From an optimization exercise on the open Yosys and OpenROAD flow, aimed at small area, a short achievable clock period and few clock cycles per item; shortcuts taken in it are not production practice. RTL that was checked went through simulation tests only; none was proved equivalent to the original. For runs 1 and 2, only the layout was checked, not whether the RTL still works. Power and IR drop assume default switching activity.

`flow/design.v`:
```
`resetall
`timescale 1ns/10ps
module ECC_ENC_DEC
#(
parameter DATA_WIDTH = 32,
parameter AMBA_ADDR_WIDTH = 20,
parameter AMBA_WORD = 32
)
(
input wire clk,
input wire rst,
input wire [AMBA_ADDR_WIDTH-1:0] PADDR,
input wire [AMBA_WORD-1:0] PWDATA,
input wire PENABLE,
           PSEL,
           PWRITE,
output reg [AMBA_WORD-1:0] PRDATA,
output reg [DATA_WIDTH-1:0] data_out,
output reg operation_done,
output reg [1:0] num_of_errors
);
reg [31:0] CTRL_REG, DATA_IN_REG, CODEWORD_WIDTH_REG, NOISE_REG;
wire wr = PSEL & PENABLE & PWRITE;
always @(posedge clk or negedge rst) begin : regs
  if (!rst) begin
    CTRL_REG <= 32'd0; DATA_IN_REG <= 32'd0; CODEWORD_WIDTH_REG <= 32'd0; NOISE_REG <= 32'd0;
  end else if (wr) begin
    case (PADDR[3:2])
      2'b00: CTRL_REG <= PWDATA;
      2'b01: DATA_IN_REG <= PWDATA;
      2'b10: CODEWORD_WIDTH_REG <= PWDATA;
      default: NOISE_REG <= PWDATA;
    endcase
  end
end
always @(posedge clk or negedge rst) begin : done_reg
  if (!rst) operation_done <= 1'b0;
  else operation_done <= wr & (PADDR[3:2] == 2'b00);
end
always @(posedge clk) begin : rd
  case (PADDR[3:2])
    2'b00: PRDATA <= CTRL_REG;
    2'b01: PRDATA <= DATA_IN_REG;
    2'b10: PRDATA <= CODEWORD_WIDTH_REG;
    default: PRDATA <= NOISE_REG;
  endcase
end
wire wS = ~CODEWORD_WIDTH_REG[1] & ~CODEWORD_WIDTH_REG[0];
wire wM = ~CODEWORD_WIDTH_REG[1] &  CODEWORD_WIDTH_REG[0];
wire wL =  CODEWORD_WIDTH_REG[1];
wire [31:0] D = DATA_IN_REG;
wire [31:0] N = NOISE_REG;
wire ea0 = D[0];
wire eb0 = D[0];
wire eg0 = ea0;
wire ee0 = D[0];
wire ea1 = (D[1] ^ D[3]);
wire eb1 = (D[2] ^ D[3]);
wire eg1 = (ea1 ^ D[2]);
wire ee1 = (D[1] ^ D[2]);
wire ea2 = (D[4] ^ D[6]);
wire eb2 = (D[5] ^ D[6]);
wire eg2 = (ea2 ^ D[5]);
wire ee2 = (D[4] ^ D[5]);
wire ea3 = (D[8] ^ D[10]);
wire eb3 = (D[9] ^ D[10]);
wire eg3 = ((ea3 ^ D[9]) ^ D[7]);
wire ee3 = (D[7] ^ D[10]);
wire ea4 = (D[11] ^ D[13]);
wire eb4 = (D[12] ^ D[13]);
wire eg4 = (ea4 ^ D[12]);
wire ee4 = (D[11] ^ D[12]);
wire ea5 = (D[15] ^ D[17]);
wire eb5 = (D[16] ^ D[17]);
wire eg5 = ((ea5 ^ D[16]) ^ D[14]);
wire ee5 = (D[14] ^ D[17]);
wire ea6 = (D[19] ^ D[21]);
wire eb6 = (D[20] ^ D[21]);
wire eg6 = ((ea6 ^ D[20]) ^ D[18]);
wire ee6 = (D[18] ^ D[21]);
wire ea7 = (D[23] ^ D[25]);
wire eb7 = (D[24] ^ D[25]);
wire eg7 = ((ea7 ^ D[24]) ^ D[22]);
wire ee7 = (D[23] ^ D[24]);
wire eS0 = (ea0 ^ ea1);
wire eM0 = eS0 ^ (ea2 ^ ea3);
wire eL0 = eM0 ^ ((ea4 ^ ea5) ^ (ea6 ^ ea7));
wire eS1 = (eb0 ^ eb1);
wire eM1 = eS1 ^ (eb2 ^ eb3);
wire eL1 = eM1 ^ ((eb4 ^ eb5) ^ (eb6 ^ eb7));
wire eS2 = eg1;
wire eM2 = eS2 ^ eg3;
wire eL2 = eM2 ^ (eg5 ^ eg7);
wire eS3 = 1'b0;
wire eM3 = eS3 ^ (eg2 ^ eg3);
wire eL3 = eM3 ^ (eg6 ^ eg7);
wire eS4 = 1'b0;
wire eM4 = eS4 ^ 1'b0;
wire eL4 = eM4 ^ ((eg4 ^ eg5) ^ (eg6 ^ eg7));
wire pS = (ee0 ^ ee1);
wire pM = pS ^ (ee2 ^ ee3);
wire pL = pM ^ ((ee4 ^ ee5) ^ (ee6 ^ ee7));
wire [4:0] encC = wS ? {2'b00, eS2, eS1, eS0} : wM ? {1'b0, eM3, eM2, eM1, eM0} : {eL4, eL3, eL2, eL1, eL0};
wire encP = wS ? pS : wM ? pM : pL;
wire d0a0 = D[4];
wire d0b0 = D[4];
wire d0g0 = d0a0;
wire d0e0 = D[4];
wire d0a1 = (D[5] ^ D[7]);
wire d0b1 = (D[6] ^ D[7]);
wire d0g1 = (d0a1 ^ D[6]);
wire d0e1 = (D[5] ^ D[6]);
wire sD0_0 = (d0a0 ^ d0a1) ^ D[0];
wire sD0_1 = (d0b0 ^ d0b1) ^ D[1];
wire sD0_2 = d0g1 ^ D[2];
wire d1a0 = D[5];
wire d1b0 = D[5];
wire d1g0 = d1a0;
wire d1e0 = D[5];
wire d1a1 = (D[6] ^ D[8]);
wire d1b1 = (D[7] ^ D[8]);
wire d1g1 = (d1a1 ^ D[7]);
wire d1e1 = (D[6] ^ D[7]);
wire d1a2 = (D[9] ^ D[11]);
wire d1b2 = (D[10] ^ D[11]);
wire d1g2 = (d1a2 ^ D[10]);
wire d1e2 = (D[9] ^ D[10]);
wire d1a3 = (D[13] ^ D[15]);
wire d1b3 = (D[14] ^ D[15]);
wire d1g3 = ((d1a3 ^ D[14]) ^ D[12]);
wire d1e3 = (D[12] ^ D[15]);
wire sD1_0 = ((d1a0 ^ d1a1) ^ (d1a2 ^ d1a3)) ^ D[0];
wire sD1_1 = ((d1b0 ^ d1b1) ^ (d1b2 ^ d1b3)) ^ D[1];
wire sD1_2 = (d1g1 ^ d1g3) ^ D[2];
wire sD1_3 = (d1g2 ^ d1g3) ^ D[3];
wire d2a0 = D[6];
wire d2b0 = D[6];
wire d2g0 = d2a0;
wire d2e0 = D[6];
wire d2a1 = (D[7] ^ D[9]);
wire d2b1 = (D[8] ^ D[9]);
wire d2g1 = (d2a1 ^ D[8]);
wire d2e1 = (D[7] ^ D[8]);
wire d2a2 = (D[10] ^ D[12]);
wire d2b2 = (D[11] ^ D[12]);
wire d2g2 = (d2a2 ^ D[11]);
wire d2e2 = (D[10] ^ D[11]);
wire d2a3 = (D[14] ^ D[16]);
wire d2b3 = (D[15] ^ D[16]);
wire d2g3 = ((d2a3 ^ D[15]) ^ D[13]);
wire d2e3 = (D[13] ^ D[16]);
wire d2a4 = (D[17] ^ D[19]);
wire d2b4 = (D[18] ^ D[19]);
wire d2g4 = (d2a4 ^ D[18]);
wire d2e4 = (D[17] ^ D[18]);
wire d2a5 = (D[21] ^ D[23]);
wire d2b5 = (D[22] ^ D[23]);
wire d2g5 = ((d2a5 ^ D[22]) ^ D[20]);
wire d2e5 = (D[20] ^ D[23]);
wire d2a6 = (D[25] ^ D[27]);
wire d2b6 = (D[26] ^ D[27]);
wire d2g6 = ((d2a6 ^ D[26]) ^ D[24]);
wire d2e6 = (D[24] ^ D[27]);
wire d2a7 = (D[29] ^ D[31]);
wire d2b7 = (D[30] ^ D[31]);
wire d2g7 = ((d2a7 ^ D[30]) ^ D[28]);
wire d2e7 = (D[29] ^ D[30]);
wire sD2_0 = (((d2a0 ^ d2a1) ^ (d2a2 ^ d2a3)) ^ ((d2a4 ^ d2a5) ^ (d2a6 ^ d2a7))) ^ D[0];
wire sD2_1 = (((d2b0 ^ d2b1) ^ (d2b2 ^ d2b3)) ^ ((d2b4 ^ d2b5) ^ (d2b6 ^ d2b7))) ^ D[1];
wire sD2_2 = ((d2g1 ^ d2g3) ^ (d2g5 ^ d2g7)) ^ D[2];
wire sD2_3 = ((d2g2 ^ d2g3) ^ (d2g6 ^ d2g7)) ^ D[3];
wire sD2_4 = ((d2g4 ^ d2g5) ^ (d2g6 ^ d2g7)) ^ D[4];
wire qD0 = (((D[0] ^ D[1]) ^ (D[2] ^ D[3])) ^ ((D[4] ^ D[5]) ^ (D[6] ^ D[7])));
wire qD1 = qD0 ^ (((D[8] ^ D[9]) ^ (D[10] ^ D[11])) ^ ((D[12] ^ D[13]) ^ (D[14] ^ D[15])));
wire qD2 = qD1 ^ ((((D[16] ^ D[17]) ^ (D[18] ^ D[19])) ^ ((D[20] ^ D[21]) ^ (D[22] ^ D[23]))) ^ (((D[24] ^ D[25]) ^ (D[26] ^ D[27])) ^ ((D[28] ^ D[29]) ^ (D[30] ^ D[31]))));
wire [4:0] synD = wS ? {2'b00, sD0_2, sD0_1, sD0_0} : wM ? {1'b0, sD1_3, sD1_2, sD1_1, sD1_0} : {sD2_4, sD2_3, sD2_2, sD2_1, sD2_0};
wire parD = wS ? qD0 : wM ? qD1 : qD2;
wire n0a0 = N[4];
wire n0b0 = N[4];
wire n0g0 = n0a0;
wire n0e0 = N[4];
wire n0a1 = (N[5] ^ N[7]);
wire n0b1 = (N[6] ^ N[7]);
wire n0g1 = (n0a1 ^ N[6]);
wire n0e1 = (N[5] ^ N[6]);
wire sN0_0 = (n0a0 ^ n0a1) ^ N[0];
wire sN0_1 = (n0b0 ^ n0b1) ^ N[1];
wire sN0_2 = n0g1 ^ N[2];
wire n1a0 = N[5];
wire n1b0 = N[5];
wire n1g0 = n1a0;
wire n1e0 = N[5];
wire n1a1 = (N[6] ^ N[8]);
wire n1b1 = (N[7] ^ N[8]);
wire n1g1 = (n1a1 ^ N[7]);
wire n1e1 = (N[6] ^ N[7]);
wire n1a2 = (N[9] ^ N[11]);
wire n1b2 = (N[10] ^ N[11]);
wire n1g2 = (n1a2 ^ N[10]);
wire n1e2 = (N[9] ^ N[10]);
wire n1a3 = (N[13] ^ N[15]);
wire n1b3 = (N[14] ^ N[15]);
wire n1g3 = ((n1a3 ^ N[14]) ^ N[12]);
wire n1e3 = (N[12] ^ N[15]);
wire sN1_0 = ((n1a0 ^ n1a1) ^ (n1a2 ^ n1a3)) ^ N[0];
wire sN1_1 = ((n1b0 ^ n1b1) ^ (n1b2 ^ n1b3)) ^ N[1];
wire sN1_2 = (n1g1 ^ n1g3) ^ N[2];
wire sN1_3 = (n1g2 ^ n1g3) ^ N[3];
wire n2a0 = N[6];
wire n2b0 = N[6];
wire n2g0 = n2a0;
wire n2e0 = N[6];
wire n2a1 = (N[7] ^ N[9]);
wire n2b1 = (N[8] ^ N[9]);
wire n2g1 = (n2a1 ^ N[8]);
wire n2e1 = (N[7] ^ N[8]);
wire n2a2 = (N[10] ^ N[12]);
wire n2b2 = (N[11] ^ N[12]);
wire n2g2 = (n2a2 ^ N[11]);
wire n2e2 = (N[10] ^ N[11]);
wire n2a3 = (N[14] ^ N[16]);
wire n2b3 = (N[15] ^ N[16]);
wire n2g3 = ((n2a3 ^ N[15]) ^ N[13]);
wire n2e3 = (N[13] ^ N[16]);
wire n2a4 = (N[17] ^ N[19]);
wire n2b4 = (N[18] ^ N[19]);
wire n2g4 = (n2a4 ^ N[18]);
wire n2e4 = (N[17] ^ N[18]);
wire n2a5 = (N[21] ^ N[23]);
wire n2b5 = (N[22] ^ N[23]);
wire n2g5 = ((n2a5 ^ N[22]) ^ N[20]);
wire n2e5 = (N[20] ^ N[23]);
wire n2a6 = (N[25] ^ N[27]);
wire n2b6 = (N[26] ^ N[27]);
wire n2g6 = ((n2a6 ^ N[26]) ^ N[24]);
wire n2e6 = (N[24] ^ N[27]);
wire n2a7 = (N[29] ^ N[31]);
wire n2b7 = (N[30] ^ N[31]);
wire n2g7 = ((n2a7 ^ N[30]) ^ N[28]);
wire n2e7 = (N[29] ^ N[30]);
wire sN2_0 = (((n2a0 ^ n2a1) ^ (n2a2 ^ n2a3)) ^ ((n2a4 ^ n2a5) ^ (n2a6 ^ n2a7))) ^ N[0];
wire sN2_1 = (((n2b0 ^ n2b1) ^ (n2b2 ^ n2b3)) ^ ((n2b4 ^ n2b5) ^ (n2b6 ^ n2b7))) ^ N[1];
wire sN2_2 = ((n2g1 ^ n2g3) ^ (n2g5 ^ n2g7)) ^ N[2];
wire sN2_3 = ((n2g2 ^ n2g3) ^ (n2g6 ^ n2g7)) ^ N[3];
wire sN2_4 = ((n2g4 ^ n2g5) ^ (n2g6 ^ n2g7)) ^ N[4];
wire qN0 = (((N[0] ^ N[1]) ^ (N[2] ^ N[3])) ^ ((N[4] ^ N[5]) ^ (N[6] ^ N[7])));
wire qN1 = qN0 ^ (((N[8] ^ N[9]) ^ (N[10] ^ N[11])) ^ ((N[12] ^ N[13]) ^ (N[14] ^ N[15])));
wire qN2 = qN1 ^ ((((N[16] ^ N[17]) ^ (N[18] ^ N[19])) ^ ((N[20] ^ N[21]) ^ (N[22] ^ N[23]))) ^ (((N[24] ^ N[25]) ^ (N[26] ^ N[27])) ^ ((N[28] ^ N[29]) ^ (N[30] ^ N[31]))));
wire [4:0] synN = wS ? {2'b00, sN0_2, sN0_1, sN0_0} : wM ? {1'b0, sN1_3, sN1_2, sN1_1, sN1_0} : {sN2_4, sN2_3, sN2_2, sN2_1, sN2_0};
wire parN = wS ? qN0 : wM ? qN1 : qN2;
reg [4:0] sD, sN, cE;
reg pD, pN, pE;
reg [1:0] mode;
always @(posedge clk) begin : stage1
  sD <= synD; pD <= parD;
  sN <= synN; pN <= parN;
  cE <= encC; pE <= encP;
  mode <= PWDATA[1:0];    
end
wire m_dec = ~mode[1] & mode[0];
wire m_fc  =  mode[1];
wire [4:0] s = ({5{m_dec}} & sD) | ({5{m_fc}} & sN);
wire p = (m_dec & pD) | (m_fc & pN);
wire [1:0] nof = {~p & (|s), p};
wire [25:0] g = D[25:0] & {26{~m_dec}};
wire [4:0] lo = cE & {5{~m_dec}};
wire pb = pE & ~m_dec;
wire [31:0] ecw = wS ? {24'd0, g[3:0], pb, lo[2:0]} : wM ? {16'd0, g[10:0], pb, lo[3:0]} : {g, pb, lo};
wire [31:0] nmask = wS ? 32'h000000ff : wM ? 32'h0000ffff : 32'hffffffff;
wire [31:0] t = (({32{m_dec}} & D) | ({32{m_fc}} & N)) & nmask;
wire [31:0] fix;
assign fix[0] = p & ((wS & (s == 5'd1)) | (wM & (s == 5'd1)) | (wL & (s == 5'd1)));
assign fix[1] = p & ((wS & (s == 5'd2)) | (wM & (s == 5'd2)) | (wL & (s == 5'd2)));
assign fix[2] = p & ((wS & (s == 5'd4)) | (wM & (s == 5'd4)) | (wL & (s == 5'd4)));
assign fix[3] = p & ((wS & (s == 5'd0)) | (wM & (s == 5'd8)) | (wL & (s == 5'd8)));
assign fix[4] = p & ((wS & (s == 5'd3)) | (wM & (s == 5'd0)) | (wL & (s == 5'd16)));
assign fix[5] = p & ((wS & (s == 5'd5)) | (wM & (s == 5'd3)) | (wL & (s == 5'd0)));
assign fix[6] = p & ((wS & (s == 5'd6)) | (wM & (s == 5'd5)) | (wL & (s == 5'd3)));
assign fix[7] = p & ((wS & (s == 5'd7)) | (wM & (s == 5'd6)) | (wL & (s == 5'd5)));
assign fix[8] = p & ((wM & (s == 5'd7)) | (wL & (s == 5'd6)));
assign fix[9] = p & ((wM & (s == 5'd9)) | (wL & (s == 5'd7)));
assign fix[10] = p & ((wM & (s == 5'd10)) | (wL & (s == 5'd9)));
assign fix[11] = p & ((wM & (s == 5'd11)) | (wL & (s == 5'd10)));
assign fix[12] = p & ((wM & (s == 5'd12)) | (wL & (s == 5'd11)));
assign fix[13] = p & ((wM & (s == 5'd13)) | (wL & (s == 5'd12)));
assign fix[14] = p & ((wM & (s == 5'd14)) | (wL & (s == 5'd13)));
assign fix[15] = p & ((wM & (s == 5'd15)) | (wL & (s == 5'd14)));
assign fix[16] = p & ((wL & (s == 5'd15)));
assign fix[17] = p & ((wL & (s == 5'd17)));
assign fix[18] = p & ((wL & (s == 5'd18)));
assign fix[19] = p & ((wL & (s == 5'd19)));
assign fix[20] = p & ((wL & (s == 5'd20)));
assign fix[21] = p & ((wL & (s == 5'd21)));
assign fix[22] = p & ((wL & (s == 5'd22)));
assign fix[23] = p & ((wL & (s == 5'd23)));
assign fix[24] = p & ((wL & (s == 5'd24)));
assign fix[25] = p & ((wL & (s == 5'd25)));
assign fix[26] = p & ((wL & (s == 5'd26)));
assign fix[27] = p & ((wL & (s == 5'd27)));
assign fix[28] = p & ((wL & (s == 5'd28)));
assign fix[29] = p & ((wL & (s == 5'd29)));
assign fix[30] = p & ((wL & (s == 5'd30)));
assign fix[31] = p & ((wL & (s == 5'd31)));
always @(posedge clk) begin : stage2
  data_out <= (ecw ^ t) ^ fix;
  num_of_errors <= nof;
end
endmodule
```
`flow/flow/run.sh`:
```
#!/bin/bash
# The standard layout (standard.sh), with the port buffers made from buf_1 cells
# instead of the delay cell that buffer_ports picks by default.
set -euo pipefail
export BUFFER_PORTS_ARGS="-buffer_cell sky130_fd_sc_hd__buf_1"
bash standard.sh > standard.log 2>&1
```
`flow/standard.sh`:
```
#!/bin/bash
# synth_recipe.tcl (not shown) runs the flow's synth.tcl, then flattens the netlist and writes it again
# the make line also repeats each setting of config.mk as NAME=value (left out here)
make -C /OpenROAD-flow-scripts/flow DESIGN_CONFIG=/design/flow/config.mk WORK_HOME=/design/flow/orfs CLKGATE_MAP_FILE= SYNTH_SCRIPT=/design/flow/synth_recipe.tcl "${@:-finish}"
```
`flow/config.mk`:
```
export PLATFORM = sky130hd
export DESIGN_NAME = ECC_ENC_DEC
export DESIGN_NICKNAME = ECC_ENC_DEC
export VERILOG_FILES = /design/flow/design.v
export SDC_FILE = /design/flow/constraint.sdc
export NUM_CORES = 4
export LEC_CHECK = 0
export CAP_MARGIN = 20
export CORE_MARGIN = 2
export CORE_UTILIZATION = 40
export SETUP_SLACK_MARGIN = 3.0
export SLEW_MARGIN = 20
```
`flow/constraint.sdc`:
```
create_clock -name core_clock -period 5.0 [get_ports {clk}]
set_input_delay 1.0000 -clock core_clock [delete_from_list [all_inputs] [get_ports {clk}]]
set_output_delay 1.0000 -clock core_clock [all_outputs]
set_load 0.01 [all_outputs]
```
==> results of run 1 <==
state kept, by name, summed over array words and instances (netlist names):
| register | count |
|---|---|
| data_out | 32 |
| PRDATA | 32 |
| sD | 5 |
| pD | 1 |
| CODEWORD_WIDTH_REG | 32 |
| operation_done | 1 |
| DATA_IN_REG | 32 |
| NOISE_REG | 32 |
| pN | 1 |
| num_of_errors | 2 |
| mode | 2 |
| CTRL_REG | 32 |
| cE | 5 |
| sN | 5 |
| pE | 1 |
power by group through the flow:
| stage | Clock, uW | Sequential (uW) | Combinational, uW |
|---|---|---|---|
| 2_1_floorplan | 0 | 2580 | 3410 |
| 3_3_place_gp | 0 | 2810 | 4120 |
| 3_5_place_dp | 0 | 2830 | 4170 |
| 4_1_cts | 1830 | 2800 | 4750 |
| 5_1_grt | 1900 | 2850 | 5570 |
| 6_report | 1790 | 2790 | 5230 |
synth_stat cells (3+ instances only):
cell / number
nand3_1: 12
xnor2_1: 135
mux2_2: 128
buf_1: 17
a211oi_1: 9
nand2b_1: 3
nand3b_1: 3
and2_1: 4
mux2i_1: 32
dfrtp_1: 129
nor2b_1: 6
mux4_2: 31
xnor3_1: 18
o21ai_1: 4
inv_1: 4
o211ai_1: 4
dfxtp_1: 86
nor2_1: 58
clkbuf_1: 53
xor2_1: 59
nand2_1: 36
a31oi_1: 5
o221ai_1: 5
xor3_1: 3
nor3_1: 17
and3_1: 11
a21oi_1: 49
o21ai_0: 33
o22ai_1: 4
o32ai_1: 4
a2111oi_0: 3
a22oi_1: 3
buf_2: 16
worst paths after layout:
| check | end |
|---|---|
| max in group asynchronous | CODEWORD_WIDTH_REG[1] |
| hold / removal | CODEWORD_WIDTH_REG[2] |
| min in group asynchronous | CTRL_REG[18] |
| setup / recovery | pN |
| hold reg to reg | CODEWORD_WIDTH_REG[2] |
| setup reg to reg | pN |
per-stage QoR:
step	std cells	util [%]
after global placement	1436	43.2
after detailed placement	1436	43.2
after floorplan	1019	-
final	1562	51.0
after global routing	1562	51.0
after CTS	1519	48.7
placed cells by master (no fill, tap or decap), types with 6 or more instances in the layout:
cell type / n
xnor2_1: 102
mux2i_1: 31
dfxtp_2: 6
xnor2_4: 6
xnor2_2: 28
xnor3_1: 16
buf_6: 9
dfxtp_1: 78
buf_4: 82
dfrtp_2: 40
xor2_1: 55
o21ai_0: 28
mux4_2: 31
a211oi_1: 9
nor3_1: 16
buf_1: 37
dfrtp_1: 84
nor2_1: 56
mux2_2: 127
clkbuf_16: 28
nand3_1: 11
a21oi_1: 48
buf_2: 42
nand2_1: 36
clkbuf_2: 22
and3_1: 11
critical path, delay by kind of cell (launching register included):
kind           cells  cell delay (ns)
AO/OA/AOI/OAI      1             0.21
flip-flops         1             0.43
XOR/XNOR           5             1.42
per-layer routing:
layer / vias to the layer above / share of wire (%) / routed length [um]
li1: 3856 / - / -
met1: 4194 / 46 / 14700
met2: 256 / 46 / 14600
met3: 60 / 5.6 / 1790
met4: 0 / 2.8 / 898
met5: - / 0 / 0
area by class of cell:
cell class                 instances  area share [%]
sequential                       215            34.3
multi-input combinational        713            47.7
clock buffer                      34            4.92
clock inverter                    10           0.589
timing repair buffer             201            9.04
inverter                           5           0.171
tap                              384            3.28
what timing repair did:
action	4_1_cts	5_1_grt
gates cloned	0	1
pin swaps	21	24
gates resized for setup	154	78
buffers inserted	39	42
endpoints found under the setup margin	217	140
cells by family after synthesis:
group,count (synthesis),share of synthesized area [%]
buf+inv,91,3.09
flops,215,42.3
xor+xnor,221,19.7
mux,192,21.2
compound gates,141,7.42
simple gates,159,6.29
==> flow_summary.ini, run 1 <==
[routing]
dr_total_vias = 8366
drt-initial-drc-count = 630
drt_first_pass_iters = 5
wire_per_inst_um = 20.5
drt-total-wl_um = 32000
final_antenna_net_count = 0
routed_via_density = 5.36
drc = 0

[power]
p_int_uw = 6160
seqPwrFrac_pct = 28.4
clkPwrFrac_pct = 18.2
p_sw_share_pct = 37.1
ir_drop_v = 0.000430
finalPower_uw = 9800
cellPowerDensity_nw_per_um2 = 668
pwr-share-comb_pct = 53.3
static-leakage-power_uw = 0.00618
switching_power_uw = 3640

[worst_setup_path]
cp_common_cell = xnor3_1
required_ns = 5.44
worstPathArrival_ns = 2.59
crit_type = flip-flop to flip-flop
rr_worst_depth = 6
crit_start = NOISE_REG[31]
crit_chain = xnor3_1 -> xor2_2 -> xnor3_2 -> xnor3_1 -> a22oi_2 -> xnor2_2
crit_path_max_incr_delay_ns = 0.43
r2r_slack_ns = 2.85
reg2reg_from = NOISE_REG[31]
cp-start-kind = flip-flop
slowest_stage = dfrtp_2
end_kind = flip-flop
path_max_fanout = 4

[cells_and_area]
seqCellArea_um2 = 5030
fin_area_um2 = 14700
num-fill-cells = 2556
syn_to_final_growth_pct = 25.2
layout-drive-gt1-share_pct = 41.8
antenna_cells = 0
multi_input_area_um2 = 6990
final_nets = 1217

[min_path]
min_path_cells = 1
timing.hold.worst.start = CODEWORD_WIDTH_REG[2]
hold_class = flip-flop to flip-flop

[timing]
maxSlewHeadroom_pct = 45.0
fin_crit_ns = 2.15
setup_viol = 0
worstMarginPinSlew_ns = 0.820
slew_viol_final = 0
finalCritPeriodShare_pct = 43.0
rsz0062_at_grt = true
worst_hold_slack_ns = 0.502
skew_ns = 0.0117
final.setup.worst_slack_ns = 2.85
max_freq_mhz = 465
setup_tns_ns = 0
timing_hold_violations_final = 0

[synthesis]
ys_top_cells_by_area = dfrtp_1 (28%), dfxtp_1 (15%), mux2_2 (12%)
syn_nets = 1076
seq_area_frac_synth_pct = 42.3
yosysUniqueCellTypes = 60
ys.flop_type = dfrtp_1
synth_area_leader_cell = dfrtp_1
avgSynthCellArea_um2 = 11.5
synth_seq_cells = 215
async_flop_share_pct = 60.0
syn_inst = 1019
synth_top_area_share_pct = 27.6
synth_edf_count = 0
yosysWarningCount = 1
syn_area_um2 = 11700

[clocking]
cts.path.max_buffers = 3
path_clk_slew_ns = 0.07
clk_latency_ns = 0.54
cts_tree = built
hold_buffers = 0
clkSinkCount = 215
cts_buffers = 24
cts_root_buf = clkbuf_16
htreeDepth = 1

[grt]
met3_usage_pct = 2.85
grt_max_degree = 54
top_usage_layer = met2
grt_overflow = 0
gr-usage-met2_pct = 32.2
grt_pass1_wl_um = 48900
grt_pass1_vias = 8054
grt_usage_pct = 20.6
antenna_found_initial = 0
met1_usage_pct = 30.1

[status]
status = no timing/DRC/antenna violations

[job]
drv_cap = 0

[placement]
place_congestion = 0.865
placed_area_um2 = 12400
io_buffers = 105
dp_hpwl_um = 21100
place_ws_ns = 1.73

[die]
ioPinCount = 124
coreArea_um2 = 28800
core.rowCount = 62
die_h_um = 175
die_w_um = 175
fp.dieArea_um2 = 30700
start_util_pct = 40.7
==> run 2: changes to the inputs <==
--- a/flow/config.mk
+++ b/flow/config.mk
@@ -9,4 +9,6 @@
 export CORE_MARGIN = 2
 export CORE_UTILIZATION = 40
+export CTS_CLUSTER_DIAMETER = 100
+export CTS_CLUSTER_SIZE = 25
 export SETUP_SLACK_MARGIN = 3.0
 export SLEW_MARGIN = 20
==> flow_summary.ini, run 2 <==
[status]
status = no timing/DRC/antenna violations

[routing]
drt_first_pass_iters = 5
wire_per_inst_um = 20.6
drt-initial-drc-count = 673
final_antenna_net_count = 0
routed_via_density = 5.34
drc = 0
drt-total-wl_um = 31800
dr_total_vias = 8224

[cells_and_area]
final_cell_mix = mux2_2 (127), xnor2_1 (104), dfrtp_1 (86), dfxtp_1 (83), buf_4 (76)
syn_to_final_growth_pct = 21.7
layout-drive-gt1-share_pct = 36.8
final_common_cell = mux2_2
stdcell_count = 1541
antenna_cells = 0
final_nets = 1207

[die]
die_h_um = 175
fp.dieArea_um2 = 30700
coreArea_um2 = 28800
core.rowCount = 62
die_w_um = 175
ioPinCount = 124
start_util_pct = 40.7

[grt]
grt_usage_pct = 20.6
met1_usage_pct = 29.8
grt_pass1_vias = 8048
top_usage_layer = met2
grt_overflow = 0
grt_max_degree = 54
met3_usage_pct = 3.33
gr-usage-met2_pct = 32.7
antenna_found_initial = 1
grt_pass1_wl_um = 48900

[synthesis]
synth_top_area_share_pct = 27.6
syn_inst = 1019
yosysUniqueCellTypes = 60
syn_nets = 1076
synth_area_leader_cell = dfrtp_1
ys.flop_type = dfrtp_1
ys_top_cells_by_area = dfrtp_1 (28%), dfxtp_1 (15%), mux2_2 (12%)
synth_edf_count = 0
async_flop_share_pct = 60.0
synth_top_family_by_area = multiplexers
yosysMostFrequentCell = xnor2_1
avgSynthCellArea_um2 = 11.5
muxShareOfSynthArea_pct = 21.2
yosysWarningCount = 1
synth_xor_area_share_pct = 19.7
synth_compound_area_share_pct = 7.42
synthAdderAreaFrac_pct = 0
synth_common_cells = xnor2_1 (135), dfrtp_1 (129), mux2_2 (128), dfxtp_1 (86), xor2_1 (59)
synth_seq_cells = 215
seq_area_frac_synth_pct = 42.3
syn_area_um2 = 11700
synth-simple-area-share_pct = 6.29

[min_path]
holdPathEnd = CODEWORD_WIDTH_REG[27]
min_path_cells = 1
hold_class = flip-flop to flip-flop
timing.hold.worst.start = CODEWORD_WIDTH_REG[27]

[timing]
rsz0062_at_grt = true
worst_hold_slack_ns = 0.509
fin_crit_ns = 2.21
timing_hold_violations_final = 0
worstMarginPinSlew_ns = 0.832
finalCritPeriodShare_pct = 44.3
slew_viol_final = 0
setup_tns_ns = 0
maxSlewHeadroom_pct = 44.2
setup_viol = 0
max_freq_mhz = 452
skew_ns = 0.0155

[worst_setup_path]
required_ns = 5.40
end_kind = flip-flop
r2r_slack_ns = 2.79
worstPathArrival_ns = 2.61
reg2reg_from = NOISE_REG[20]
cp-start-kind = flip-flop
reg2reg_to = pN
path_max_fanout = 4
crit_type = flip-flop to flip-flop
rr_worst_depth = 6

[clocking]
hold_buffers = 0
clk_latency_ns = 0.49
clkSinkCount = 215
htreeDepth = 1
path_clk_slew_ns = 0.10
cts_buffers = 13
cts_tree = built
cts_root_buf = clkbuf_16
cts.path.max_buffers = 3

[placement]
dp_hpwl_um = 21100
dp.cells = 1436
io_buffers = 105
place_congestion = 0.865

[power]
cellPowerDensity_nw_per_um2 = 642
static-leakage-power_uw = 0.00586
ir_drop_v = 0.000347

[job]
drv_cap = 0
-- run 2: cell counts after synthesis --
Identical to the previous run, type by type.
-- run 2: worst max path at each step --
stage,from,end,slack [ns],cells past startpoint
2_1_floorplan,PADDR[2],CODEWORD_WIDTH_REG[10],2.88,4
3_3_place_gp,PADDR[3],CODEWORD_WIDTH_REG[28],1.76,4
3_5_place_dp,PADDR[3],CODEWORD_WIDTH_REG[23],1.73,4
4_1_cts,NOISE_REG[29],pN,2.80,6
5_1_grt,NOISE_REG[20],pN,2.71,6
6_report,NOISE_REG[20],pN,2.79,6
-- run 2: through the flow --
stage | cell area (um2) | setup slack (ns) | util [%] | power, uW
2_1_floorplan | 11900 | 2.88 | - | 6000
3_3_place_gp | 12400 | 1.76 | 43.2 | 6930
3_5_place_dp | 12400 | 1.73 | 43.2 | 6990
4_1_cts | 13600 | 2.80 | 47.4 | 8750
5_1_grt | 14300 | 2.71 | 49.6 | 9670
6_report | 14300 | 2.79 | 49.6 | 9150
-- run 2: cell families after synthesis --
kind of cell	Yosys count
simple gates	159
xor+xnor	221
buf+inv	91
compound gates	141
mux	192
flops	215
-- run 2: per-layer routing --
layer	share of wire, %	vias to the layer above
li1	-	3821
met1	46	4130
met2	46	238
met3	6.0	33
met4	1.5	2
met5	0.022	-
-- run 2: area by class of cell --
class / instances / area, um2
clock buffer: 16 / 337
clock inverter: 6 / 77.6
fill: 2569 / 14500
inverter: 5 / 25.0
multi-input combinational: 713 / 6980
sequential: 215 / 5020
tap: 384 / 480
timing repair buffer: 202 / 1340
-- run 2: worst max-delay path, stage by stage, from the launching register on --
cell	delay, ns
dfrtp_1	0.42
xnor3_2	0.48
xnor2_2	0.14
xnor3_2	0.47
xnor3_1	0.22
a22oi_2	0.21
xnor2_2	0.16
-- run 2: what timing repair did --
| item | CTS | global route |
|---|---|---|
| endpoints found under the setup margin | 205 | 172 |
| gates resized for setup | 114 | 70 |
| pin swaps | 20 | 19 |
| cloned | 0 | 1 |
| buffers inserted | 43 | 39 |
| hold endpoints to repair | 0 | 0 |
-- run 2: report_power, final --
group          internal (uW)  switching [uW]
Clock                    555             616
Sequential              2260             505
Combinational           2820            2390
Total                   5640            3510
==> run 3: changes to the inputs <==
--- a/flow/design.v
+++ b/flow/design.v
@@ -85,20 +85,20 @@
 wire eS0 = (ea0 ^ ea1);
 wire eM0 = eS0 ^ (ea2 ^ ea3);
-wire eL0 = eM0 ^ ((ea4 ^ ea5) ^ (ea6 ^ ea7));
+wire eL0 = ((((D[0] ^ D[1]) ^ (D[3] ^ D[4])) ^ ((D[6] ^ D[8]) ^ (D[10] ^ D[11]))) ^ (((D[13] ^ D[15]) ^ (D[17] ^ D[19])) ^ ((D[21] ^ D[23]) ^ D[25])));
 wire eS1 = (eb0 ^ eb1);
 wire eM1 = eS1 ^ (eb2 ^ eb3);
-wire eL1 = eM1 ^ ((eb4 ^ eb5) ^ (eb6 ^ eb7));
+wire eL1 = ((((D[0] ^ D[2]) ^ (D[3] ^ D[5])) ^ ((D[6] ^ D[9]) ^ (D[10] ^ D[12]))) ^ (((D[13] ^ D[16]) ^ (D[17] ^ D[20])) ^ ((D[21] ^ D[24]) ^ D[25])));
 wire eS2 = eg1;
 wire eM2 = eS2 ^ eg3;
-wire eL2 = eM2 ^ (eg5 ^ eg7);
+wire eL2 = ((((D[1] ^ D[2]) ^ (D[3] ^ D[7])) ^ ((D[8] ^ D[9]) ^ (D[10] ^ D[14]))) ^ (((D[15] ^ D[16]) ^ (D[17] ^ D[22])) ^ ((D[23] ^ D[24]) ^ D[25])));
 wire eS3 = 1'b0;
 wire eM3 = eS3 ^ (eg2 ^ eg3);
-wire eL3 = eM3 ^ (eg6 ^ eg7);
+wire eL3 = ((((D[4] ^ D[5]) ^ (D[6] ^ D[7])) ^ ((D[8] ^ D[9]) ^ (D[10] ^ D[18]))) ^ (((D[19] ^ D[20]) ^ (D[21] ^ D[22])) ^ ((D[23] ^ D[24]) ^ D[25])));
 wire eS4 = 1'b0;
 wire eM4 = eS4 ^ 1'b0;
-wire eL4 = eM4 ^ ((eg4 ^ eg5) ^ (eg6 ^ eg7));
+wire eL4 = ((((D[11] ^ D[12]) ^ (D[13] ^ D[14])) ^ ((D[15] ^ D[16]) ^ (D[17] ^ D[18]))) ^ (((D[19] ^ D[20]) ^ (D[21] ^ D[22])) ^ ((D[23] ^ D[24]) ^ D[25])));
 wire pS = (ee0 ^ ee1);
 wire pM = pS ^ (ee2 ^ ee3);
-wire pL = pM ^ ((ee4 ^ ee5) ^ (ee6 ^ ee7));
+wire pL = ((((D[0] ^ D[1]) ^ (D[2] ^ D[4])) ^ ((D[5] ^ D[7]) ^ (D[10] ^ D[11]))) ^ (((D[12] ^ D[14]) ^ (D[17] ^ D[18])) ^ ((D[21] ^ D[23]) ^ D[24])));
 wire [4:0] encC = wS ? {2'b00, eS2, eS1, eS0} : wM ? {1'b0, eM3, eM2, eM1, eM0} : {eL4, eL3, eL2, eL1, eL0};
 wire encP = wS ? pS : wM ? pM : pL;
@@ -172,8 +172,9 @@
 wire sD2_4 = ((d2g4 ^ d2g5) ^ (d2g6 ^ d2g7)) ^ D[4];
 wire qD0 = (((D[0] ^ D[1]) ^ (D[2] ^ D[3])) ^ ((D[4] ^ D[5]) ^ (D[6] ^ D[7])));
-wire qD1 = qD0 ^ (((D[8] ^ D[9]) ^ (D[10] ^ D[11])) ^ ((D[12] ^ D[13]) ^ (D[14] ^ D[15])));
-wire qD2 = qD1 ^ ((((D[16] ^ D[17]) ^ (D[18] ^ D[19])) ^ ((D[20] ^ D[21]) ^ (D[22] ^ D[23]))) ^ (((D[24] ^ D[25]) ^ (D[26] ^ D[27])) ^ ((D[28] ^ D[29]) ^ (D[30] ^ D[31]))));
+wire qD1 = (((D[8] ^ D[9]) ^ (D[10] ^ D[11])) ^ ((D[12] ^ D[13]) ^ (D[14] ^ D[15])));
+wire qD2 = ((((D[16] ^ D[17]) ^ (D[18] ^ D[19])) ^ ((D[20] ^ D[21]) ^ (D[22] ^ D[23]))) ^ (((D[24] ^ D[25]) ^ (D[26] ^ D[27])) ^ ((D[28] ^ D[29]) ^ (D[30] ^ D[31]))));
 wire [4:0] synD = wS ? {2'b00, sD0_2, sD0_1, sD0_0} : wM ? {1'b0, sD1_3, sD1_2, sD1_1, sD1_0} : {sD2_4, sD2_3, sD2_2, sD2_1, sD2_0};
-wire parD = wS ? qD0 : wM ? qD1 : qD2;
+wire parDa = wL ? (qD0 ^ qD1) : qD0;
+wire parDb = wS ? 1'b0 : wM ? qD1 : qD2;
 wire n0a0 = N[4];
 wire n0b0 = N[4];
@@ -245,14 +246,15 @@
 wire sN2_4 = ((n2g4 ^ n2g5) ^ (n2g6 ^ n2g7)) ^ N[4];
 wire qN0 = (((N[0] ^ N[1]) ^ (N[2] ^ N[3])) ^ ((N[4] ^ N[5]) ^ (N[6] ^ N[7])));
-wire qN1 = qN0 ^ (((N[8] ^ N[9]) ^ (N[10] ^ N[11])) ^ ((N[12] ^ N[13]) ^ (N[14] ^ N[15])));
-wire qN2 = qN1 ^ ((((N[16] ^ N[17]) ^ (N[18] ^ N[19])) ^ ((N[20] ^ N[21]) ^ (N[22] ^ N[23]))) ^ (((N[24] ^ N[25]) ^ (N[26] ^ N[27])) ^ ((N[28] ^ N[29]) ^ (N[30] ^ N[31]))));
+wire qN1 = (((N[8] ^ N[9]) ^ (N[10] ^ N[11])) ^ ((N[12] ^ N[13]) ^ (N[14] ^ N[15])));
+wire qN2 = ((((N[16] ^ N[17]) ^ (N[18] ^ N[19])) ^ ((N[20] ^ N[21]) ^ (N[22] ^ N[23]))) ^ (((N[24] ^ N[25]) ^ (N[26] ^ N[27])) ^ ((N[28] ^ N[29]) ^ (N[30] ^ N[31]))));
 wire [4:0] synN = wS ? {2'b00, sN0_2, sN0_1, sN0_0} : wM ? {1'b0, sN1_3, sN1_2, sN1_1, sN1_0} : {sN2_4, sN2_3, sN2_2, sN2_1, sN2_0};
-wire parN = wS ? qN0 : wM ? qN1 : qN2;
+wire parNa = wL ? (qN0 ^ qN1) : qN0;
+wire parNb = wS ? 1'b0 : wM ? qN1 : qN2;
 reg [4:0] sD, sN, cE;
-reg pD, pN, pE;
+reg pDa, pDb, pNa, pNb, pE;
 reg [1:0] mode;
 always @(posedge clk) begin : stage1
-  sD <= synD; pD <= parD;
-  sN <= synN; pN <= parN;
+  sD <= synD; pDa <= parDa; pDb <= parDb;
+  sN <= synN; pNa <= parNa; pNb <= parNb;
   cE <= encC; pE <= encP;
   mode <= PWDATA[1:0];    
@@ -261,5 +263,5 @@
 wire m_fc  =  mode[1];
 wire [4:0] s = ({5{m_dec}} & sD) | ({5{m_fc}} & sN);
-wire p = (m_dec & pD) | (m_fc & pN);
+wire p = (m_dec & (pDa ^ pDb)) | (m_fc & (pNa ^ pNb));
 wire [1:0] nof = {~p & (|s), p};
 wire [25:0] g = D[25:0] & {26{~m_dec}};
--- a/flow/config.mk
+++ b/flow/config.mk
@@ -11,4 +11,4 @@
 export CTS_CLUSTER_DIAMETER = 100
 export CTS_CLUSTER_SIZE = 25
-export SETUP_SLACK_MARGIN = 3.0
+export SETUP_SLACK_MARGIN = 3.1
 export SLEW_MARGIN = 20
==> flow_summary.ini, run 3 <==
[worst_setup_path]
path_max_fanout = 3
required_ns = 5.37
critical-path-top-delay-family = XOR/XNOR gates
crit_chain = xor2_4 -> xnor3_1 -> xnor2_1 -> xnor2_1 -> mux2i_1 -> xnor2_1
cp_num_buf_inv = 0
worstPathArrival_ns = 2.33
slowest_stage = dfrtp_2
end_kind = flip-flop
cp_common_cell = xnor2_1
crit_path_max_incr_delay_ns = 0.47
cp-start-kind = flip-flop
crit_type = flip-flop to flip-flop

[synthesis]
synth_seq_cells = 217
async_flop_share_pct = 59.4
syn_area_um2 = 12000
ys_top_cells_by_area = dfrtp_1 (27%), dfxtp_1 (15%), mux2_2 (12%)
yosysWarningCount = 1
seq_area_frac_synth_pct = 41.7
synth_area_leader_cell = dfrtp_1
synth_edf_count = 0
syn_nets = 1081
synth_common_cells = xnor2_1 (145), dfrtp_1 (129), mux2_2 (129), dfxtp_1 (88), xor2_1 (60)
avgSynthCellArea_um2 = 11.7
ys.flop_type = dfrtp_1
yosysUniqueCellTypes = 60
synth_top_area_share_pct = 27.0
yosysMostFrequentCell = xnor2_1
syn_inst = 1024

[power]
p_int_uw = 5650
clkPwrFrac_pct = 12.5
ir_drop_v = 0.000292
static-leakage-power_uw = 0.00613
seqPwrFrac_pct = 30.4
cellPowerDensity_nw_per_um2 = 621
switching_power_uw = 3630
pwr-share-comb_pct = 57.2
p_sw_share_pct = 39.1

[cells_and_area]
final_cell_mix = mux2_2 (128), xnor2_1 (121), buf_4 (102), dfrtp_1 (88), dfxtp_1 (65)
final_nets = 1236
final_common_cell = mux2_2
layout-drive-gt1-share_pct = 44.5
seqCellArea_um2 = 5090
num-fill-cells = 2571
multi_input_area_um2 = 7080
stdcell_count = 1575
postLayoutCoreUtil_pct = 50.6
antenna_cells = 0
syn_to_final_growth_pct = 25.2

[routing]
dr_total_vias = 8523
routed_via_density = 5.41
drt-total-wl_um = 34500
drt-initial-drc-count = 752
final_antenna_net_count = 0
wire_per_inst_um = 21.9
drt_first_pass_iters = 8
drc = 0

[status]
status = no timing/DRC/antenna violations

[clocking]
htreeDepth = 1
cts_tree = built
cts_buffers = 13
hold_buffers = 0
cts_root_buf = clkbuf_16
clkSinkCount = 217
path_clk_slew_ns = 0.10
cts.path.max_buffers = 3
clk_latency_ns = 0.49

[placement]
place_congestion = 0.850
dp_hpwl_um = 20900
io_buffers = 105
dp.cells = 1442

[grt]
grt_pass1_wl_um = 50700
grt_pass1_vias = 8120
grt_max_degree = 65
grt_usage_pct = 21.2
grt_overflow = 0
antenna_found_initial = 0

[die]
fp.dieArea_um2 = 31300
die_w_um = 177
core.rowCount = 63
die_h_um = 177
ioPinCount = 124
coreArea_um2 = 29600
start_util_pct = 40.4

[timing]
maxSlewHeadroom_pct = 59.3
setup_viol = 0
slew_viol_final = 0
worst_hold_slack_ns = 0.471
rsz0062_at_grt = true
setup_tns_ns = 0
timing_hold_violations_final = 0
finalCritPeriodShare_pct = 39.3
skew_ns = 0.0320
worstMarginPinSlew_ns = 0.611
fin_crit_ns = 1.96
max_freq_mhz = 509

[job]
drv_cap = 0

[min_path]
hold_class = input pin to async pin
==> run 3: path summary, 6_finish.rpt <==
path / start / to / slack, ns / cells past startpoint
setup / recovery: NOISE_REG[6] / sN[0] / 3.04 / 6
hold / removal: rst / CODEWORD_WIDTH_REG[30] / 0.47 / 1
setup reg to reg: NOISE_REG[6] / sN[0] / 3.04 / 6
hold reg to reg: CODEWORD_WIDTH_REG[27] / CODEWORD_WIDTH_REG[27] / 0.51 / 1
max in group asynchronous: rst / DATA_IN_REG[2] / 3.43 / 2
min in group core_clock: CODEWORD_WIDTH_REG[27] / CODEWORD_WIDTH_REG[27] / 0.51 / 1
==> run 3: worst reg2reg max path: cells and delay by family, from the launching register on <==
kind	cells	cell delay, ns
XOR/XNOR	5	1.28
flip-flops	1	0.47
multiplexers	1	0.10
==> run 3: area by class of cell <==
cell class / count / area share (%)
timing repair buffer: 227 / 12.5
sequential: 217 / 34.0
multi-input combinational: 713 / 47.3
clock inverter: 2 / 0.209
tap: 390 / 3.26
clock buffer: 19 / 2.47
inverter: 7 / 0.284
==> run 3: per-layer routing <==
metal  global-route usage (%)  wire length (um)  vias up
met5                        0                 0        -
met4                     3.93               606        0
met3                     3.31              2440       42
met2                     32.4             15500      305
met1                     32.0             15900     4309
li1                         -                 -     3867
==> run 3: power by group through the flow <==
stage	logic (uW)	clock network, uW	registers (uW)
floorplan	3430	0	2620
global placement	4070	0	2860
detailed placement	4080	0	2870
CTS	4770	1190	2790
global route	5650	1260	2880
finish	5310	1160	2820
==> run 3: cell families after synthesis <==
logic type             Yosys count  share of synthesized area (%)
AO/OA/AOI/OAI                  147                           7.60
XOR/XNOR                       239                           20.8
buffers and inverters           96                           3.96
flip-flops                     217                           41.7
multiplexers                   193                           20.9
AND/OR/NAND/NOR                132                           5.07
==> run 3: repair_timing <==
item	CTS	global route
setup endpoints to repair	272	188
pin swaps	27	25
buffers inserted	60	41
cloned	6	5
gates resized for setup	192	98
endpoints found under the hold margin	0	0
==> run 3: through the flow <==
stage | setup WS, ns | power, uW | cell area, um2
after floorplan | 2.85 | 6050 | 12100
after global placement | 1.86 | 6920 | 12500
after detailed placement | 1.84 | 6950 | 12500
after CTS | 3.03 | 8750 | 14200
after global routing | 2.96 | 9780 | 15000
final | 3.04 | 9290 | 15000
Testbench counts of run 3, summed over its fixed seeds: cycles 12,384, ops 1,920.
==> run 4: changes to the inputs <==
--- a/flow/config.mk
+++ b/flow/config.mk
@@ -11,4 +11,5 @@
 export CTS_CLUSTER_DIAMETER = 100
 export CTS_CLUSTER_SIZE = 25
-export SETUP_SLACK_MARGIN = 3.1
+export SETUP_SLACK_MARGIN = 3.0
 export SLEW_MARGIN = 20
+export TNS_END_PERCENT = 30
==> flow_summary.ini, run 4 <==
[die]
fp.dieArea_um2 = 31300
ioPinCount = 124
die_w_um = 177
coreArea_um2 = 29600
core.rowCount = 63
start_util_pct = 40.4
die_h_um = 177

[worst_setup_path]
cp-start-kind = flip-flop
crit_type = flip-flop to flip-flop
worstPathArrival_ns = 2.42
end_kind = flip-flop
required_ns = 5.39
path_max_fanout = 5

[synthesis]
synth_edf_count = 0
syn_inst = 1024
syn_area_um2 = 12000
synth_top_area_share_pct = 27.0
yosysUniqueCellTypes = 60
avgSynthCellArea_um2 = 11.7
async_flop_share_pct = 59.4
yosysMostFrequentCell = xnor2_1
synth_area_leader_cell = dfrtp_1
ys_top_cells_by_area = dfrtp_1 (27%), dfxtp_1 (15%), mux2_2 (12%)
yosysWarningCount = 1
syn_nets = 1081
ys.flop_type = dfrtp_1
seq_area_frac_synth_pct = 41.7
synth_common_cells = xnor2_1 (145), dfrtp_1 (129), mux2_2 (129), dfxtp_1 (88), xor2_1 (60)
synth_seq_cells = 217

[clocking]
cts_buffers = 12
cts.path.max_buffers = 3
hold_buffers = 0
path_clk_slew_ns = 0.10
cts_tree = built
clk_latency_ns = 0.49
htreeDepth = 1
clkSinkCount = 217
cts_root_buf = clkbuf_16

[grt]
grt_pass1_vias = 7723
antenna_found_initial = 0
grt_max_degree = 88
grt_usage_pct = 20.0
grt_overflow = 0
grt_pass1_wl_um = 47700

[power]
switching_power_uw = 3450
cellPowerDensity_nw_per_um2 = 611
ir_drop_v = 0.000255
p_sw_share_pct = 39.7
clkPwrFrac_pct = 12.4
pwr-share-comb_pct = 54.8
static-leakage-power_uw = 0.00560
finalPower_uw = 8690
seqPwrFrac_pct = 32.8
p_int_uw = 5240

[routing]
wire_per_inst_um = 21.2
final_antenna_net_count = 0
routed_via_density = 5.38
dr_total_vias = 8338
drt-total-wl_um = 32900
drt-initial-drc-count = 711
drc = 0
drt_first_pass_iters = 5

[timing]
worstMarginPinSlew_ns = 0.631
slew_viol_final = 0
maxSlewHeadroom_pct = 57.9
setup_viol = 0
rsz0062_at_grt = true
max_freq_mhz = 493
finalCritPeriodShare_pct = 40.6
fin_crit_ns = 2.03
worst_hold_slack_ns = 0.510
setup_tns_ns = 0
skew_ns = 0.0217
timing_hold_violations_final = 0

[placement]
dp_hpwl_um = 21100
place_congestion = 0.850
io_buffers = 105
placed_area_um2 = 12500

[cells_and_area]
fin_area_um2 = 14200
num-fill-cells = 2722
syn_to_final_growth_pct = 18.9
layout-drive-gt1-share_pct = 32.9
postLayoutCoreUtil_pct = 48.1
final_common_cell = xnor2_1
final_nets = 1210
final_cell_mix = xnor2_1 (136), mux2_2 (129), buf_1 (102), dfrtp_1 (97), dfxtp_1 (86)
antenna_cells = 0

[min_path]
hold_class = flip-flop to flip-flop

[job]
drv_cap = 0

[status]
status = no timing/DRC/antenna violations
[run 4: cell counts after synthesis]
No cell type changed its count.
[run 4: path summary, 6_finish.rpt]
| kind | startpoint | to | slack (ns) | cells after the start |
|---|---|---|---|---|
| min in group asynchronous | rst | CTRL_REG[10] | 0.54 | 1 |
| worst min-delay path | CTRL_REG[24] | CTRL_REG[24] | 0.51 | 1 |
| worst max register to register | DATA_IN_REG[29] | pDb | 2.97 | 6 |
| max in group asynchronous | rst | NOISE_REG[14] | 3.52 | 2 |
| worst max-delay path | DATA_IN_REG[29] | pDb | 2.97 | 6 |
| worst min register to register | CTRL_REG[24] | CTRL_REG[24] | 0.51 | 1 |
[run 4: timing repair]
item,in CTS,in global routing
pin swaps,2,19
gates resized for setup,49,81
cloned,4,2
buffers inserted,8,73
endpoints found under the setup margin,193,105
[run 4: layout make-up]
class                   count  area, um2  area share [%]
clock buffers              19        348            2.45
multi-input cells         711       6870            48.4
clock inverters             1       8.76          0.0616
repair buffers            204       1410            9.95
flip-flops and latches    217       5050            35.5
inverters                   7       32.5           0.229
well taps                 390        488            3.43
[run 4: logic make-up after synthesis]
logic type	share of synthesized area, %
AOI/OAI and AO/OA	7.60
xor gates and xnor gates	20.8
buffers and inverters	3.96
DFF	41.7
muxes	20.9
and+or+nand+nor	5.07
[run 4: critical path, stage by stage (launching register included)]
cell and delay [ns]:
dfrtp_2 0.46, xnor3_1 0.48, xnor3_1 0.30, xor2_2 0.19
xnor2_2 0.24, xnor2_1 0.17, o21ai_1 0.08
[run 4: metal layers]
| metal | share of wire [%] | global-route usage, % |
|---|---|---|
| met1 | 46 | 29.7 |
| met4 | 2.3 | 4.58 |
| met5 | 0 | 0 |
| met2 | 46 | 31.0 |
| met3 | 6.1 | 2.79 |
[run 4: per-stage QoR]
step	instances	worst slack (ns)
6_report	1549	2.97
5_1_grt	1549	2.91
4_1_cts	1474	2.78
3_5_place_dp	1442	2.01
3_3_place_gp	1442	2.02
2_1_floorplan	1024	2.84
[run 4: power groups by stage]
stage	Combinational, uW	Sequential (uW)	Clock [uW]
floorplan	3430	2620	0
global placement	4070	2870	0
detailed placement	4110	2880	0
CTS	4230	2860	1110
global route	5070	2920	1170
finish	4760	2850	1080
==> run 5: changes to the inputs <==
--- a/flow/config.mk
+++ b/flow/config.mk
@@ -11,5 +11,4 @@
 export CTS_CLUSTER_DIAMETER = 100
 export CTS_CLUSTER_SIZE = 25
-export SETUP_SLACK_MARGIN = 3.0
+export SETUP_SLACK_MARGIN = 2.95
 export SLEW_MARGIN = 20
-export TNS_END_PERCENT = 30
==> flow_summary.ini, run 5 <==
[power]
ir_drop_v = 0.000262
p_int_uw = 5040
switching_power_uw = 3270
cellPowerDensity_nw_per_um2 = 614
pwr-share-comb_pct = 53.0
seqPwrFrac_pct = 34.2
clkPwrFrac_pct = 12.8
static-leakage-power_uw = 0.00528
p_sw_share_pct = 39.3

[grt]
grt_max_degree = 130
grt_overflow = 0
grt_pass1_vias = 7466
grt_pass1_wl_um = 46600
grt_usage_pct = 19.4
antenna_found_initial = 0

[worst_setup_path]
slowest_stage = mux4_2
path_max_fanout = 28
cp-start-kind = input pin
critical-path-top-delay-family = buffers and inverters
crit_chain = clkbuf_2 -> buf_4 -> mux4_2
worstPathArrival_ns = 2.36
cp_num_buf_inv = 2
crit_path_max_incr_delay_ns = 0.61
required_ns = 5.35
crit_type = input pin to flip-flop
end_kind = flip-flop

[clocking]
cts_tree = built
htreeDepth = 1
hold_buffers = 0
clkSinkCount = 217
cts_buffers = 12
path_clk_slew_ns = 0.10
clk_latency_ns = 0.48
cts.path.max_buffers = 3
cts_root_buf = clkbuf_16

[placement]
io_buffers = 105
placed_area_um2 = 12500
dp_hpwl_um = 21400
place_congestion = 0.846
dp.cells = 1443

[job]
drv_cap = 0

[timing]
timing_hold_violations_final = 0
slew_viol_final = 0
rsz0062_at_grt = true
setup_tns_ns = 0
finalCritPeriodShare_pct = 40.1
maxSlewHeadroom_pct = 49.8
worstMarginPinSlew_ns = 0.753
skew_ns = 0.0109
max_freq_mhz = 499
setup_viol = 0
fin_crit_ns = 2.01

[routing]
drt-total-wl_um = 31100
drt_first_pass_iters = 5
dr_total_vias = 7935
drt-initial-drc-count = 788
drc = 0
routed_via_density = 5.27
wire_per_inst_um = 20.7
final_antenna_net_count = 0

[synthesis]
synth_area_leader_cell = dfrtp_1
async_flop_share_pct = 59.4
syn_area_um2 = 12000
seq_area_frac_synth_pct = 41.7
yosysMostFrequentCell = xnor2_1
syn_inst = 1024
yosysWarningCount = 1
yosysUniqueCellTypes = 60
syn_nets = 1081
ys_top_cells_by_area = dfrtp_1 (27%), dfxtp_1 (15%), mux2_2 (12%)
synth_top_area_share_pct = 27.0
ys.flop_type = dfrtp_1
avgSynthCellArea_um2 = 11.7
synth_seq_cells = 217
synth_common_cells = xnor2_1 (145), dfrtp_1 (129), mux2_2 (129), dfxtp_1 (88), xor2_1 (60)
synth_edf_count = 0

[cells_and_area]
final_nets = 1166
syn_to_final_growth_pct = 13.2
final_common_cell = xnor2_1
final_cell_mix = xnor2_1 (142), mux2_2 (129), buf_1 (102), dfrtp_1 (101), dfxtp_1 (86)
antenna_cells = 0
postLayoutCoreUtil_pct = 45.8
fin_area_um2 = 13500
layout-drive-gt1-share_pct = 27.9
stdcell_count = 1505

[min_path]
hold_class = flip-flop to flip-flop

[die]
core.rowCount = 63
start_util_pct = 40.4
fp.dieArea_um2 = 31300
coreArea_um2 = 29600
die_w_um = 177
die_h_um = 177
ioPinCount = 124

[status]
status = no timing/DRC/antenna violations
[run 5: cell types whose count changed in the layout (fill, tap and decap cells not counted), sizes merged]
cell / delta
clkbuf: -3
inv: -1
buf: -38
clkinvlp: -1
clkinv: +3
bufbuf: -4
[run 5: path summary, 6_finish.rpt]
kind	from	end	slack, ns	depth (start not counted)
max in group asynchronous	rst	DATA_IN_REG[17]	3.75	2
min in group asynchronous	rst	CODEWORD_WIDTH_REG[10]	0.60	2
hold reg to reg	CTRL_REG[14]	CTRL_REG[14]	0.51	1
hold / removal	CTRL_REG[14]	CTRL_REG[14]	0.51	1
setup reg to reg	CODEWORD_WIDTH_REG[1]	data_out[14]	3.00	7
setup / recovery	PADDR[2]	PRDATA[1]	2.99	3
[run 5: area by class of cell]
type | count | area (um2)
Clock inverter | 2 | 12.5
Clock buffer | 18 | 344
Timing Repair Buffer | 160 | 953
Tap cell | 390 | 488
Fill cell | 2759 | 16000
Sequential cell | 217 | 5030
Inverter | 7 | 38.8
Multi-Input combinational cell | 711 | 6670
[run 5: metal layers]
| layer | global-route usage (%) | routed length (um) | up-vias |
|---|---|---|---|
| met1 | 28.8 | 14700 | 3977 |
| li1 | - | - | 3738 |
| met4 | 2.51 | 291 | 0 |
| met2 | 30.6 | 14300 | 202 |
| met3 | 3.05 | 1810 | 18 |
| met5 | 0 | 0 | - |
[run 5: per-stage QoR]
step / hold slack [ns] / worst slack, ns / total power, uW
after floorplan: 0.472 / 2.85 / 6040
after global placement: 0.481 / 1.77 / 6940
after detailed placement: 0.489 / 1.76 / 6980
after CTS: 0.512 / 2.78 / 8180
after global routing: 0.527 / 2.92 / 8830
final: 0.510 / 2.99 / 8310
[run 5: worst register-to-register path: stages, from the launching register on]
cell and delay (ns):
dfrtp_2 0.41, buf_12 0.16, nand2b_4 0.22, mux2_2 0.38
o21ai_0 0.28, o21a_1 0.21, o21ai_0 0.08, a21oi_1 0.19
[run 5: repair_timing]
action | CTS | global route
gates resized for setup | 44 | 33
setup buffers | 9 | 30
setup endpoints to repair | 196 | 40
pin swaps | 3 | 5
cloned | 0 | 3
[run 5: cell families (layout without fill, tap and decap cells)]
group / count (synthesis) / count (layout) / synth area share, %
xor gates and xnor gates: 239 / 239 / 20.8
DFF: 217 / 217 / 41.7
muxes: 193 / 193 / 20.9
AOI/OAI and AO/OA: 147 / 147 / 7.60
and+or+nand+nor: 132 / 132 / 5.07
buffers and inverters: 96 / 187 / 3.96
[run 5: power groups by stage]
| stage | clock, uW | sequential [uW] | combinational (uW) |
|---|---|---|---|
| global placement | 0 | 2860 | 4080 |
| floorplan | 0 | 2620 | 3430 |
| detailed placement | 0 | 2880 | 4110 |
| CTS | 1100 | 2850 | 4230 |
| global route | 1160 | 2920 | 4750 |
| finish | 1060 | 2850 | 4400 |
==> run 6: changes to the inputs <==
--- a/flow/config.mk
+++ b/flow/config.mk
@@ -8,7 +8,8 @@
 export CAP_MARGIN = 20
 export CORE_MARGIN = 2
-export CORE_UTILIZATION = 40
+export CORE_UTILIZATION = 60
 export CTS_CLUSTER_DIAMETER = 100
 export CTS_CLUSTER_SIZE = 25
-export SETUP_SLACK_MARGIN = 2.95
+export PLACE_DENSITY = 0.75
+export SETUP_SLACK_MARGIN = 3.0
 export SLEW_MARGIN = 20
==> flow_summary.ini, run 6 <==
[status]
status = no timing/DRC/antenna violations

[routing]
drt-total-wl_um = 30600
drc = 0
final_antenna_net_count = 0
dr_total_vias = 8507
wire_per_inst_um = 21.5
routed_via_density = 5.97
drt-initial-drc-count = 766
drt_first_pass_iters = 5

[cells_and_area]
antenna_cells = 0
seqCellArea_um2 = 5050
postLayoutCoreUtil_pct = 71.8
syn_to_final_growth_pct = 17.3
stdcell_count = 1424
num-fill-cells = 1335
final_cell_mix = xnor2_1 (131), mux2_2 (128), dfrtp_1 (91), dfxtp_1 (85), buf_1 (85)
multi_input_area_um2 = 6890
final_common_cell = xnor2_1
final_nets = 1210
layout-drive-gt1-share_pct = 34.7

[die]
core.rowCount = 51
fp.dieArea_um2 = 21100
ioPinCount = 124
die_h_um = 145
die_w_um = 145
coreArea_um2 = 19500
start_util_pct = 61.2

[timing]
setup_tns_ns = 0
finalCritPeriodShare_pct = 42.6
setup_viol = 0
fin_crit_ns = 2.13
final.setup.worst_slack_ns = 2.87
timing_hold_violations_final = 0
worst_hold_slack_ns = 0.512
max_freq_mhz = 470
slew_viol_final = 0
worstMarginPinSlew_ns = 0.894
rsz0062_at_grt = true
skew_ns = 0.00929
maxSlewHeadroom_pct = 40.4

[clocking]
cts_tree = built
hold_buffers = 0
htreeDepth = 1
clkSinkCount = 217
cts_root_buf = clkbuf_16
cts_buffers = 12
path_clk_slew_ns = 0.10
clk_latency_ns = 0.49
cts.path.max_buffers = 3

[worst_setup_path]
required_ns = 5.37
crit_chain = xor2_1 -> xor2_1 -> xor2_1 -> nand2_1 -> xnor2_1
cp_num_buf_inv = 0
cp_common_cell = xor2_1
reg2reg_from = DATA_IN_REG[10]
crit_path_max_incr_delay_ns = 0.62
slowest_stage = dfrtp_4
worstPathArrival_ns = 2.50
critical-path-top-delay-family = XOR/XNOR gates
crit_start = DATA_IN_REG[10]
cp-start-kind = flip-flop
crit_type = flip-flop to flip-flop
end_kind = flip-flop
path_max_fanout = 13

[synthesis]
syn_nets = 1081
syn_inst = 1024
synth_seq_cells = 217
async_flop_share_pct = 59.4
ys.flop_type = dfrtp_1
synth_edf_count = 0
avgSynthCellArea_um2 = 11.7
syn_area_um2 = 12000
ys_top_cells_by_area = dfrtp_1 (27%), dfxtp_1 (15%), mux2_2 (12%)
seq_area_frac_synth_pct = 41.7
yosysMostFrequentCell = xnor2_1
synth_top_area_share_pct = 27.0
yosysUniqueCellTypes = 60
synth_area_leader_cell = dfrtp_1
yosysWarningCount = 1
synth_common_cells = xnor2_1 (145), dfrtp_1 (129), mux2_2 (129), dfxtp_1 (88), xor2_1 (60)

[grt]
grt_max_degree = 67
grt_pass1_wl_um = 46100
grt_overflow = 0
antenna_found_initial = 0
grt_usage_pct = 27.9
grt_pass1_vias = 8031

[placement]
place_congestion = 0.911
place_ws_ns = 2.15
dp_hpwl_um = 19400
io_buffers = 105
dp.cells = 1315

[power]
static-leakage-power_uw = 0.00564
cellPowerDensity_nw_per_um2 = 624
ir_drop_v = 0.000397

[job]
drv_cap = 0

[min_path]
timing.hold.worst.start = CTRL_REG[12]
hold_class = flip-flop to flip-flop
[run 6: final timing paths]
check	end	slack (ns)	cells after the start
setup / recovery	pDa	2.87	5
hold / removal	CTRL_REG[12]	0.51	1
setup reg to reg	pDa	2.87	5
hold reg to reg	CTRL_REG[12]	0.51	1
max in group asynchronous	NOISE_REG[20]	3.32	2
min in group asynchronous	DATA_IN_REG[10]	0.65	1
[run 6: metrics by stage]
step / instance area, um2 / power [uW]
final: 14000 / 8750
after CTS: 13200 / 8230
after floorplan: 12100 / 6040
after global routing: 14000 / 9190
after detailed placement: 12300 / 6930
after global placement: 12300 / 6840
[run 6: cell families (layout without fill, tap and decap cells)]
| kind of cell | Yosys count | after routing | share of synthesized area (%) |
|---|---|---|---|
| compound gates | 147 | 147 | 7.60 |
| xor+xnor | 239 | 239 | 20.8 |
| buf+inv | 96 | 230 | 3.96 |
| flops | 217 | 217 | 41.7 |
| mux | 193 | 193 | 20.9 |
| simple gates | 132 | 133 | 5.07 |
[run 6: per-layer routing]
metal	vias to the layer above	GRT usage [%]	part of all wire, %
li1	3823	-	-
met1	4214	41.0	42
met2	410	44.1	47
met3	60	4.40	8.4
met4	0	6.37	2.3
met5	-	0	0
[run 6: area by class of cell]
| type | instances | share of cell area (%) |
|---|---|---|
| inverters | 7 | 0.277 |
| well taps | 265 | 2.36 |
| clock inverters | 2 | 0.0892 |
| flip-flops and latches | 217 | 36.0 |
| clock buffers | 18 | 2.45 |
| multi-input cells | 712 | 49.1 |
| repair buffers | 203 | 9.69 |
[run 6: worst reg2reg max path: stages (launching register included)]
cell and delay (ns):
dfrtp_4 0.62, xor2_1 0.46, xor2_1 0.36, xor2_1 0.31, nand2_1 0.13, xnor2_1 0.15
[run 6: power breakdown]
part	switching, uW	internal, uW
Clock	573	486
Sequential	564	2280
Combinational	2320	2530
[run 6: repair_timing]
item,in CTS,in global routing
setup endpoints to repair,151,113
pin swaps,6,27
buffers inserted,24,61
resized for setup,65,80
gates cloned,3,1

-- afterwards: timing with drivers on the ports --
The flow's constraints put no driver on any port. The routed layouts listed below were extracted and timed again, unchanged, in two steps.
Step 1 sets driving cells, clkbuf_16 on the clock port and buf_2 on the other inputs (assumed; they add their load-dependent delay and slew).
Step 2 times the ports against the registers' clock, not the clock port: input delays grow and output delays shrink by t, the midpoint of the rising clock arrivals with the driver on.
a / b / c = no drivers / after step 1 / after step 2; a / b = the first two.
run	t, ns	setup slack, ns	slew at the worst register clock pin (ns)
run 1	0.579	2.849 / 2.849 / 2.546	0.07 / 0.07
run 2	0.530	2.786 / 2.786 / 2.556	0.10 / 0.10
run 3	0.528	3.036 / 2.992 / 2.564	0.12 / 0.12
run 4	0.534	2.970 / 2.963 / 2.515	0.10 / 0.10
run 5	0.526	2.994 / 2.975 / 2.478	0.10 / 0.10
run 6	0.528	2.872 / 2.872 / 2.512	0.10 / 0.10
After both steps every run listed still meets setup and hold. For run 5, which loses most, drivers alone change the setup slack by -0.019 ns; drivers and shift together by -0.516 ns.
